Source: an optimization exercise on an open RTL-to-GDS flow (aim: small area and a short achievable clock period). Production flows keep margins and buffers that such runs may drop. At most, simulation tests tie the RTL to the original design; equivalence was not proved. The clock port is modelled as an ideal driver; clocking choices that lean on that would not hold on a real chip.

==> inputs of run D <==
Design reed_solomon_top, start of the top module:
module reed_solomon_top(
    input  wire       clk,
    input  wire       rst_n,
    input  wire [7:0] data_in,
    output wire [7:0] code_out
);
Settings: LEC_CHECK=0, CAP_MARGIN=10, CORE_MARGIN=2, CORE_UTILIZATION=40, CTS_CLUSTER_DIAMETER=100, CTS_CLUSTER_SIZE=24, SETUP_SLACK_MARGIN=1.8, SLEW_MARGIN=10, SYNTH_HIERARCHICAL=1, SYNTH_MINIMUM_KEEP_SIZE=0; clock period 4.0 ns.
standard.sh (not shown) runs the stock make flow with config.mk's settings and CLKGATE_MAP_FILE= SYNTH_SCRIPT=/design/flow/synth_recipe.tcl, a recipe that flattens the netlist after the stock synthesis.
==> flow/flow/run.sh <==
#!/bin/bash
set -euo pipefail
CTS="-sink_clustering_enable -repair_clock_nets -sink_clustering_size 24 -sink_clustering_max_diameter 100 -dont_use_dummy_load"
DU="sky130_fd_sc_hd__probe_p_8 sky130_fd_sc_hd__probec_p_8 sky130_fd_sc_hd__lpflow_bleeder_1 sky130_fd_sc_hd__lpflow_clkbufkapwr_1 sky130_fd_sc_hd__lpflow_clkbufkapwr_16 sky130_fd_sc_hd__lpflow_clkbufkapwr_2 sky130_fd_sc_hd__lpflow_clkbufkapwr_4 sky130_fd_sc_hd__lpflow_clkbufkapwr_8 sky130_fd_sc_hd__lpflow_clkinvkapwr_1 sky130_fd_sc_hd__lpflow_clkinvkapwr_16 sky130_fd_sc_hd__lpflow_clkinvkapwr_2 sky130_fd_sc_hd__lpflow_clkinvkapwr_4 sky130_fd_sc_hd__lpflow_clkinvkapwr_8 sky130_fd_sc_hd__lpflow_decapkapwr_12 sky130_fd_sc_hd__lpflow_decapkapwr_3 sky130_fd_sc_hd__lpflow_decapkapwr_4 sky130_fd_sc_hd__lpflow_decapkapwr_6 sky130_fd_sc_hd__lpflow_decapkapwr_8 sky130_fd_sc_hd__lpflow_inputiso0n_1 sky130_fd_sc_hd__lpflow_inputiso0p_1 sky130_fd_sc_hd__lpflow_inputiso1n_1 sky130_fd_sc_hd__lpflow_inputiso1p_1 sky130_fd_sc_hd__lpflow_inputisolatch_1 sky130_fd_sc_hd__lpflow_isobufsrc_1 sky130_fd_sc_hd__lpflow_isobufsrc_16 sky130_fd_sc_hd__lpflow_isobufsrc_2 sky130_fd_sc_hd__lpflow_isobufsrc_4 sky130_fd_sc_hd__lpflow_isobufsrc_8 sky130_fd_sc_hd__lpflow_isobufsrckapwr_16 sky130_fd_sc_hd__lpflow_lsbuf_lh_hl_isowell_tap_1 sky130_fd_sc_hd__lpflow_lsbuf_lh_hl_isowell_tap_2 sky130_fd_sc_hd__lpflow_lsbuf_lh_hl_isowell_tap_4 sky130_fd_sc_hd__lpflow_lsbuf_lh_isowell_4 sky130_fd_sc_hd__lpflow_lsbuf_lh_isowell_tap_1 sky130_fd_sc_hd__lpflow_lsbuf_lh_isowell_tap_2 sky130_fd_sc_hd__lpflow_lsbuf_lh_isowell_tap_4 sky130_fd_sc_hd__xor2_4 sky130_fd_sc_hd__xnor2_4"
bash standard.sh "BUFFER_PORTS_ARGS=-buffer_cell sky130_fd_sc_hd__buf_2" "CTS_ARGS=$CTS" "DONT_USE_CELLS=$DU" finish > standard.log 2>&1
==> inputs of run F, as changes to run D <==
==> flow/config.mk (replaced) <==
export PLATFORM = sky130hd
export DESIGN_NAME = reed_solomon_top
export DESIGN_NICKNAME = reed_solomon_top
export VERILOG_FILES = /design/flow/design.v
export SDC_FILE = /design/flow/constraint.sdc
export NUM_CORES = 4
export LEC_CHECK = 0
export CAP_MARGIN = 20
export CORE_MARGIN = 2
export CORE_UTILIZATION = 60
export CTS_CLUSTER_DIAMETER = 100
export CTS_CLUSTER_SIZE = 24
export PLACE_DENSITY = 0.7
export SETUP_SLACK_MARGIN = 1.8
export SLEW_MARGIN = 20
export SYNTH_HIERARCHICAL = 1
export SYNTH_MINIMUM_KEEP_SIZE = 0
==> inputs of run Z, as changes to run D <==
--- a/flow/design.v
+++ b/flow/design.v
@@ -1,10 +1,16 @@
 module rs_xor2(input wire a, input wire b, output wire y);
     assign y = a ^ b;
 endmodule
-module rs_fbg(input wire x, input wire p, output wire y);
-    assign y = ~(x & ~p);
+module rs_fbm(input wire s, input wire a0, input wire a1, output wire y);
+    assign y = ~(s ? a1 : a0);
+endmodule
+module rs_g0(input wire r, input wire p, output wire y);
+    assign y = r & ~p;
+endmodule
+module rs_g1(input wire r, input wire p, output wire y);
+    assign y = ~(r | p);
 endmodule
 module rs_xnor2(input wire a, input wire b, output wire y);
     assign y = ~(a ^ b);
 endmodule
 module rs_inv(input wire a, output wire y);
@@ -19,91 +25,98 @@
     input  wire [7:0] data_in,
     output wire [7:0] code_out
 );
     reg  [7:0] st;
     reg        po, dn;
-    reg  [4:0] pz;    
+    reg  [3:0] pz;    
     wire       at222 = (st == 8'h84);    
     wire       at254 = (st == 8'h80);    
     always @(posedge clk or negedge rst_n) begin
         if (!rst_n) begin
             st <= 8'h01;
-            pz <= {5{1'b0}};
+            pz <= {4{1'b0}};
             po <= 1'b0;
             dn <= 1'b1;
         end else begin
             st <= {st[6:0], st[7] ^ st[5] ^ st[4] ^ st[3]};
             pz[0] <= at222 | (pz[0] & ~at254);
             pz[1] <= at222 | (pz[1] & ~at254);
             pz[2] <= at222 | (pz[2] & ~at254);
             pz[3] <= at222 | (pz[3] & ~at254);
-            pz[4] <= at222 | (pz[4] & ~at254);
             po <= at222 | (po & ~at254);
             dn <= ~at222 & (dn | at254);
         end
     end
     reg  [255:0] rem;
     wire [255:0] nxt;
-    wire [7:0] x;
-    rs_xor2 fx0 (.a(data_in[0]), .b(rem[248]), .y(x[0]));
+    wire [7:0] g0, g1;
+    rs_g0 fg0_0 (.r(rem[248]), .p(pz[0]), .y(g0[0]));
+    rs_g1 fg1_0 (.r(rem[248]), .p(pz[1]), .y(g1[0]));
     wire fbn0_0;
-    rs_fbg f0_0 (.x(x[0]), .p(pz[0]), .y(fbn0_0));
+    rs_fbm f0_0 (.s(data_in[0]), .a0(g0[0]), .a1(g1[0]), .y(fbn0_0));
     wire fbn0_1;
-    rs_fbg f0_1 (.x(x[0]), .p(pz[1]), .y(fbn0_1));
+    rs_fbm f0_1 (.s(data_in[0]), .a0(g0[0]), .a1(g1[0]), .y(fbn0_1));
     wire fbn0_2;
-    rs_fbg f0_2 (.x(x[0]), .p(pz[2]), .y(fbn0_2));
+    rs_fbm f0_2 (.s(data_in[0]), .a0(g0[0]), .a1(g1[0]), .y(fbn0_2));
     wire fbn0_3;
-    rs_fbg f0_3 (.x(x[0]), .p(pz[3]), .y(fbn0_3));
+    rs_fbm f0_3 (.s(data_in[0]), .a0(g0[0]), .a1(g1[0]), .y(fbn0_3));
     wire fbn0_4;
-    rs_fbg f0_4 (.x(x[0]), .p(pz[4]), .y(fbn0_4));
+    rs_fbm f0_4 (.s(data_in[0]), .a0(g0[0]), .a1(g1[0]), .y(fbn0_4));
     wire fbn0_5;
-    rs_fbg f0_5 (.x(x[0]), .p(pz[0]), .y(fbn0_5));
-    rs_xor2 fx1 (.a(data_in[1]), .b(rem[249]), .y(x[1]));
+    rs_fbm f0_5 (.s(data_in[0]), .a0(g0[0]), .a1(g1[0]), .y(fbn0_5));
+    rs_g0 fg0_1 (.r(rem[249]), .p(pz[1]), .y(g0[1]));
+    rs_g1 fg1_1 (.r(rem[249]), .p(pz[2]), .y(g1[1]));
     wire fbn1_0;
-    rs_fbg f1_0 (.x(x[1]), .p(pz[1]), .y(fbn1_0));
+    rs_fbm f1_0 (.s(data_in[1]), .a0(g0[1]), .a1(g1[1]), .y(fbn1_0));
     wire fbn1_1;
-    rs_fbg f1_1 (.x(x[1]), .p(pz[2]), .y(fbn1_1));
+    rs_fbm f1_1 (.s(data_in[1]), .a0(g0[1]), .a1(g1[1]), .y(fbn1_1));
     wire fbn1_2;
-    rs_fbg f1_2 (.x(x[1]), .p(pz[3]), .y(fbn1_2));
+    rs_fbm f1_2 (.s(data_in[1]), .a0(g0[1]), .a1(g1[1]), .y(fbn1_2));
     wire fbn1_3;
-    rs_fbg f1_3 (.x(x[1]), .p(pz[4]), .y(fbn1_3));
-    rs_xor2 fx2 (.a(data_in[2]), .b(rem[250]), .y(x[2]));
+    rs_fbm f1_3 (.s(data_in[1]), .a0(g0[1]), .a1(g1[1]), .y(fbn1_3));
+    rs_g0 fg0_2 (.r(rem[250]), .p(pz[2]), .y(g0[2]));
+    rs_g1 fg1_2 (.r(rem[250]), .p(pz[3]), .y(g1[2]));
     wire fbn2_0;
-    rs_fbg f2_0 (.x(x[2]), .p(pz[0]), .y(fbn2_0));
+    rs_fbm f2_0 (.s(data_in[2]), .a0(g0[2]), .a1(g1[2]), .y(fbn2_0));
     wire fbn2_1;
-    rs_fbg f2_1 (.x(x[2]), .p(pz[1]), .y(fbn2_1));
+    rs_fbm f2_1 (.s(data_in[2]), .a0(g0[2]), .a1(g1[2]), .y(fbn2_1));
     wire fbn2_2;
-    rs_fbg f2_2 (.x(x[2]), .p(pz[2]), .y(fbn2_2));
+    rs_fbm f2_2 (.s(data_in[2]), .a0(g0[2]), .a1(g1[2]), .y(fbn2_2));
     wire fbn2_3;
-    rs_fbg f2_3 (.x(x[2]), .p(pz[3]), .y(fbn2_3));
-    rs_xor2 fx3 (.a(data_in[3]), .b(rem[251]), .y(x[3]));
+    rs_fbm f2_3 (.s(data_in[2]), .a0(g0[2]), .a1(g1[2]), .y(fbn2_3));
+    rs_g0 fg0_3 (.r(rem[251]), .p(pz[3]), .y(g0[3]));
+    rs_g1 fg1_3 (.r(rem[251]), .p(pz[0]), .y(g1[3]));
     wire fbn3_0;
-    rs_fbg f3_0 (.x(x[3]), .p(pz[4]), .y(fbn3_0));
+    rs_fbm f3_0 (.s(data_in[3]), .a0(g0[3]), .a1(g1[3]), .y(fbn3_0));
     wire fbn3_1;
-    rs_fbg f3_1 (.x(x[3]), .p(pz[0]), .y(fbn3_1));
+    rs_fbm f3_1 (.s(data_in[3]), .a0(g0[3]), .a1(g1[3]), .y(fbn3_1));
     wire fbn3_2;
-    rs_fbg f3_2 (.x(x[3]), .p(pz[1]), .y(fbn3_2));
-    rs_xor2 fx4 (.a(data_in[4]), .b(rem[252]), .y(x[4]));
+    rs_fbm f3_2 (.s(data_in[3]), .a0(g0[3]), .a1(g1[3]), .y(fbn3_2));
+    rs_g0 fg0_4 (.r(rem[252]), .p(pz[0]), .y(g0[4]));
+    rs_g1 fg1_4 (.r(rem[252]), .p(pz[1]), .y(g1[4]));
     wire fbn4_0;
-    rs_fbg f4_0 (.x(x[4]), .p(pz[2]), .y(fbn4_0));
+    rs_fbm f4_0 (.s(data_in[4]), .a0(g0[4]), .a1(g1[4]), .y(fbn4_0));
     wire fbn4_1;
-    rs_fbg f4_1 (.x(x[4]), .p(pz[3]), .y(fbn4_1));
-    rs_xor2 fx5 (.a(data_in[5]), .b(rem[253]), .y(x[5]));
+    rs_fbm f4_1 (.s(data_in[4]), .a0(g0[4]), .a1(g1[4]), .y(fbn4_1));
+    rs_g0 fg0_5 (.r(rem[253]), .p(pz[1]), .y(g0[5]));
+    rs_g1 fg1_5 (.r(rem[253]), .p(pz[2]), .y(g1[5]));
     wire fbn5_0;
-    rs_fbg f5_0 (.x(x[5]), .p(pz[4]), .y(fbn5_0));
+    rs_fbm f5_0 (.s(data_in[5]), .a0(g0[5]), .a1(g1[5]), .y(fbn5_0));
     wire fbn5_1;
-    rs_fbg f5_1 (.x(x[5]), .p(pz[0]), .y(fbn5_1));
-    rs_xor2 fx6 (.a(data_in[6]), .b(rem[254]), .y(x[6]));
+    rs_fbm f5_1 (.s(data_in[5]), .a0(g0[5]), .a1(g1[5]), .y(fbn5_1));
+    rs_g0 fg0_6 (.r(rem[254]), .p(pz[2]), .y(g0[6]));
+    rs_g1 fg1_6 (.r(rem[254]), .p(pz[3]), .y(g1[6]));
     wire fbn6_0;
-    rs_fbg f6_0 (.x(x[6]), .p(pz[1]), .y(fbn6_0));
+    rs_fbm f6_0 (.s(data_in[6]), .a0(g0[6]), .a1(g1[6]), .y(fbn6_0));
     wire fbn6_1;
-    rs_fbg f6_1 (.x(x[6]), .p(pz[2]), .y(fbn6_1));
-    rs_xor2 fx7 (.a(data_in[7]), .b(rem[255]), .y(x[7]));
+    rs_fbm f6_1 (.s(data_in[6]), .a0(g0[6]), .a1(g1[6]), .y(fbn6_1));
+    rs_g0 fg0_7 (.r(rem[255]), .p(pz[3]), .y(g0[7]));
+    rs_g1 fg1_7 (.r(rem[255]), .p(pz[0]), .y(g1[7]));
     wire fbn7_0;
-    rs_fbg f7_0 (.x(x[7]), .p(pz[3]), .y(fbn7_0));
+    rs_fbm f7_0 (.s(data_in[7]), .a0(g0[7]), .a1(g1[7]), .y(fbn7_0));
     wire fbn7_1;
-    rs_fbg f7_1 (.x(x[7]), .p(pz[4]), .y(fbn7_1));
+    rs_fbm f7_1 (.s(data_in[7]), .a0(g0[7]), .a1(g1[7]), .y(fbn7_1));
     wire p03_0;
     wire p03_1;
     wire p03_2;
     wire p05_0;
     wire p05_1;
==> flow/config.mk (replaced) <==
export PLATFORM = sky130hd
export DESIGN_NAME = reed_solomon_top
export DESIGN_NICKNAME = reed_solomon_top
export VERILOG_FILES = /design/flow/design.v
export SDC_FILE = /design/flow/constraint.sdc
export NUM_CORES = 4
export LEC_CHECK = 0
export CAP_MARGIN = 20
export CORE_MARGIN = 2
export CORE_UTILIZATION = 40
export CTS_CLUSTER_DIAMETER = 100
export CTS_CLUSTER_SIZE = 24
export SETUP_SLACK_MARGIN = 1.9
export SLEW_MARGIN = 20
export SYNTH_HIERARCHICAL = 1
export SYNTH_MINIMUM_KEEP_SIZE = 0
==> inputs of run M, as changes to run D <==
==> flow/flow/run.sh (replaced) <==
#!/bin/bash
set -euo pipefail
HERE=$(pwd)
CTS="-sink_clustering_enable -repair_clock_nets -sink_clustering_size 24 -sink_clustering_max_diameter 100 -dont_use_dummy_load"
DU="sky130_fd_sc_hd__probe_p_8 sky130_fd_sc_hd__probec_p_8 sky130_fd_sc_hd__lpflow_bleeder_1 sky130_fd_sc_hd__lpflow_clkbufkapwr_1 sky130_fd_sc_hd__lpflow_clkbufkapwr_16 sky130_fd_sc_hd__lpflow_clkbufkapwr_2 sky130_fd_sc_hd__lpflow_clkbufkapwr_4 sky130_fd_sc_hd__lpflow_clkbufkapwr_8 sky130_fd_sc_hd__lpflow_clkinvkapwr_1 sky130_fd_sc_hd__lpflow_clkinvkapwr_16 sky130_fd_sc_hd__lpflow_clkinvkapwr_2 sky130_fd_sc_hd__lpflow_clkinvkapwr_4 sky130_fd_sc_hd__lpflow_clkinvkapwr_8 sky130_fd_sc_hd__lpflow_decapkapwr_12 sky130_fd_sc_hd__lpflow_decapkapwr_3 sky130_fd_sc_hd__lpflow_decapkapwr_4 sky130_fd_sc_hd__lpflow_decapkapwr_6 sky130_fd_sc_hd__lpflow_decapkapwr_8 sky130_fd_sc_hd__lpflow_inputiso0n_1 sky130_fd_sc_hd__lpflow_inputiso0p_1 sky130_fd_sc_hd__lpflow_inputiso1n_1 sky130_fd_sc_hd__lpflow_inputiso1p_1 sky130_fd_sc_hd__lpflow_inputisolatch_1 sky130_fd_sc_hd__lpflow_isobufsrc_1 sky130_fd_sc_hd__lpflow_isobufsrc_16 sky130_fd_sc_hd__lpflow_isobufsrc_2 sky130_fd_sc_hd__lpflow_isobufsrc_4 sky130_fd_sc_hd__lpflow_isobufsrc_8 sky130_fd_sc_hd__lpflow_isobufsrckapwr_16 sky130_fd_sc_hd__lpflow_lsbuf_lh_hl_isowell_tap_1 sky130_fd_sc_hd__lpflow_lsbuf_lh_hl_isowell_tap_2 sky130_fd_sc_hd__lpflow_lsbuf_lh_hl_isowell_tap_4 sky130_fd_sc_hd__lpflow_lsbuf_lh_isowell_4 sky130_fd_sc_hd__lpflow_lsbuf_lh_isowell_tap_1 sky130_fd_sc_hd__lpflow_lsbuf_lh_isowell_tap_2 sky130_fd_sc_hd__lpflow_lsbuf_lh_isowell_tap_4 sky130_fd_sc_hd__xor2_4 sky130_fd_sc_hd__xnor2_4"
ARGS=("BUFFER_PORTS_ARGS=-buffer_cell sky130_fd_sc_hd__buf_2" "CTS_ARGS=$CTS" "DONT_USE_CELLS=$DU")
bash standard.sh "${ARGS[@]}" cts > standard_cts.log 2>&1
RES=$HERE/orfs/results/sky130hd/reed_solomon_top/base
MARGIN=$(sed -n 's/^export SETUP_SLACK_MARGIN *= *//p' config.mk)
RES=$RES TARGET=$MARGIN LIB=$FLOW_HOME/platforms/sky130hd/lib/sky130_fd_sc_hd__tt_025C_1v80.lib \
  openroad -no_init -exit flow/recover.tcl > recover.log 2>&1
bash standard.sh "${ARGS[@]}" finish > standard.log 2>&1
==> flow/flow/recover.tcl (new file) <==
# Area recovery after CTS: downsize combinational cells (never flip-flops or clock cells)
# one at a time, keeping each change only if the worst setup slack stays at or above the
# target and no max-slew / max-capacitance violation appears.
set res $::env(RES)
set target $::env(TARGET)
read_db $res/4_cts.odb
read_liberty $::env(LIB)
read_sdc $res/4_cts.sdc
source $::env(FLOW_HOME)/platforms/sky130hd/setRC.tcl
set_propagated_clock [all_clocks]
estimate_parasitics -placement
report_design_area
report_worst_slack
# never ask for more than the slack timing repair reached
set ws [expr {[sta::worst_slack_cmd max]*1e9}]
if {$ws < $target} { set target [expr {$ws - 0.005}] }
puts "recovery target slack $target"

proc smaller_cells {name} {
  if {![regexp {^(sky130_fd_sc_hd__)(.*)_([0-9]+)$} $name -> pre base drv]} { return {} }
  set out {}
  foreach d {0 1 2 4 6 8 12 16} {
    if {$d >= $drv} break
    set c "${pre}${base}_$d"
    if {[llength [get_lib_cells -quiet */$c]] > 0} { lappend out $c }
  }
  return $out
}
set insts {}
foreach inst [get_cells *] {
  set lc [get_property $inst ref_name]
  if {[regexp {df|clkbuf|clkinv|dly|tap|fill|decap} $lc]} continue
  if {[llength [smaller_cells $lc]] == 0} continue
  lappend insts $inst
}
puts "candidates: [llength $insts]"
set slew0 [sta::max_slew_violation_count]
set cap0 [sta::max_capacitance_violation_count]
set n 0
foreach inst $insts {
  set lc [get_property $inst ref_name]
  foreach c [smaller_cells $lc] {
    replace_cell $inst [lindex [get_lib_cells */$c] 0]
    estimate_parasitics -placement
    if {[sta::worst_slack_cmd max] >= $target*1e-9 && [sta::max_slew_violation_count] <= $slew0 && [sta::max_capacitance_violation_count] <= $cap0} {
      puts "resized [get_full_name $inst] $lc -> $c"
      incr n
      break
    }
    replace_cell $inst [lindex [get_lib_cells */$lc] 0]
    estimate_parasitics -placement
  }
}
puts "downsized $n instances"
report_design_area
report_worst_slack
write_db $res/4_cts.odb
==> flow/config.mk (replaced) <==
export PLATFORM = sky130hd
export DESIGN_NAME = reed_solomon_top
export DESIGN_NICKNAME = reed_solomon_top
export VERILOG_FILES = /design/flow/design.v
export SDC_FILE = /design/flow/constraint.sdc
export NUM_CORES = 4
export LEC_CHECK = 0
export CAP_MARGIN = 20
export CORE_MARGIN = 2
export CORE_UTILIZATION = 40
export CTS_CLUSTER_DIAMETER = 100
export CTS_CLUSTER_SIZE = 24
export SETUP_SLACK_MARGIN = 1.9
export SLEW_MARGIN = 20
export SYNTH_HIERARCHICAL = 1
export SYNTH_MINIMUM_KEEP_SIZE = 0
==> run summary <==
Largest stage delay on the critical path: run D 0.47 ns; run M 0.37 ns; run F 0.33 ns; run Z 0.56 ns
Filler cell count: run D 2423; run M 2394; run F 1129; run Z 2235
Layout Cell Area excl Fill: run D 0.01373 sq mm; run M 0.01401 sq mm; run F 0.01365 sq mm; run Z 0.01540 sq mm
Final Critical Period: run D 2.211 ns; run M 2.261 ns; run F 2.207 ns; run Z 2.194 ns
End of the worst register-to-register path: run D rem[81]; run M rem[64]; run F rem[54]; run Z rem[34]
Clock-cell share of area: run D 2.733%; run M 2.679%; run F 2.751%; run Z 2.438%
Synth Net Count: run D 799; run M 799; run F 799; run Z 805
Total stage count of the critical path: run D 7; run M 7; run F 7; run Z 4
Die Footprint: run D 0.02930 sq mm; run M 0.02930 sq mm; run F 0.01974 sq mm; run Z 0.02962 sq mm
Yosys cell types: run D 12; run M 12; run F 12; run Z 13
Simple-gate share of the synthesized area: run D 2.563%; run M 2.563%; run F 2.563%; run Z 2.391%
Result of the run: run D no timing/DRC/antenna violations; run M no timing/DRC/antenna violations; run F no timing/DRC/antenna violations; run Z no timing/DRC/antenna violations
Signal buf overhead: run D 7.088%; run M 9.429%; run F 7.793%; run Z 13.56%
Area occupied by multi-input gates: run D 0.005120 sq mm; run M 0.005050 sq mm; run F 0.005130 sq mm; run Z 0.005689 sq mm
Highest Clock Rate: run D 452.2 MHz; run M 442.2 MHz; run F 453.2 MHz; run Z 455.7 MHz
Slew at the pin closest to its max-slew limit: run D 0.9468 ns; run M 0.7848 ns; run F 0.8604 ns; run Z 0.8508 ns
Worst r2r src: run D rem[248]; run M rem[248]; run F rem[250]; run Z pz[3]
Overall global routing resource usage: run D 20.99%; run M 21.76%; run F 31.41%; run Z 22.88%
Category of the most critical setup path: run D in2reg; run M in2reg; run F in2reg; run Z reg2out
Only the layout flow was run in run Z; the RTL was not checked for function there.

[port drivers added, routing unchanged]
The flow's constraints put no driver on any port. The routed layouts listed below were extracted and timed again, unchanged, in two steps.
Step 1 sets driving cells, clkbuf_16 on the clock port and buf_2 on the other inputs (assumed; they add their load-dependent delay and slew).
Step 2, shift: input delay + t, output delay - t, t = (earliest + latest rising clock arrival at the registers) / 2. This alone moves slack from input paths to output paths.
a / b / c = ideal ports / drivers / drivers and shift; a / b = the first two.
| run | shift t [ns] | slack for setup (ns) | hold slack, ns | latest minus earliest clock arrival (ns) | worst register clock-pin slew, ns |
|---|---|---|---|---|---|
| run D | 0.528 | 1.789 / 1.769 / 1.294 | 0.343 / 0.341 / 0.370 | 0.049 / 0.049 | 0.10 / 0.10 |
| run F | 0.534 | 1.793 / 1.772 / 1.279 | 0.353 / 0.355 / 0.376 | 0.045 / 0.046 | 0.10 / 0.10 |
| run Z | 0.536 | 1.806 / 1.757 / 1.399 | 0.335 / 0.339 / 0.375 | 0.047 / 0.046 | 0.10 / 0.10 |
| run M | 0.524 | 1.739 / 1.740 / 1.238 | 0.251 / 0.242 / 0.381 | 0.049 / 0.049 | 0.10 / 0.10 |
After both steps every run listed still meets setup and hold. The setup slack of run F, which loses most, moves by -0.021 ns with the drivers and by -0.514 ns with both steps.
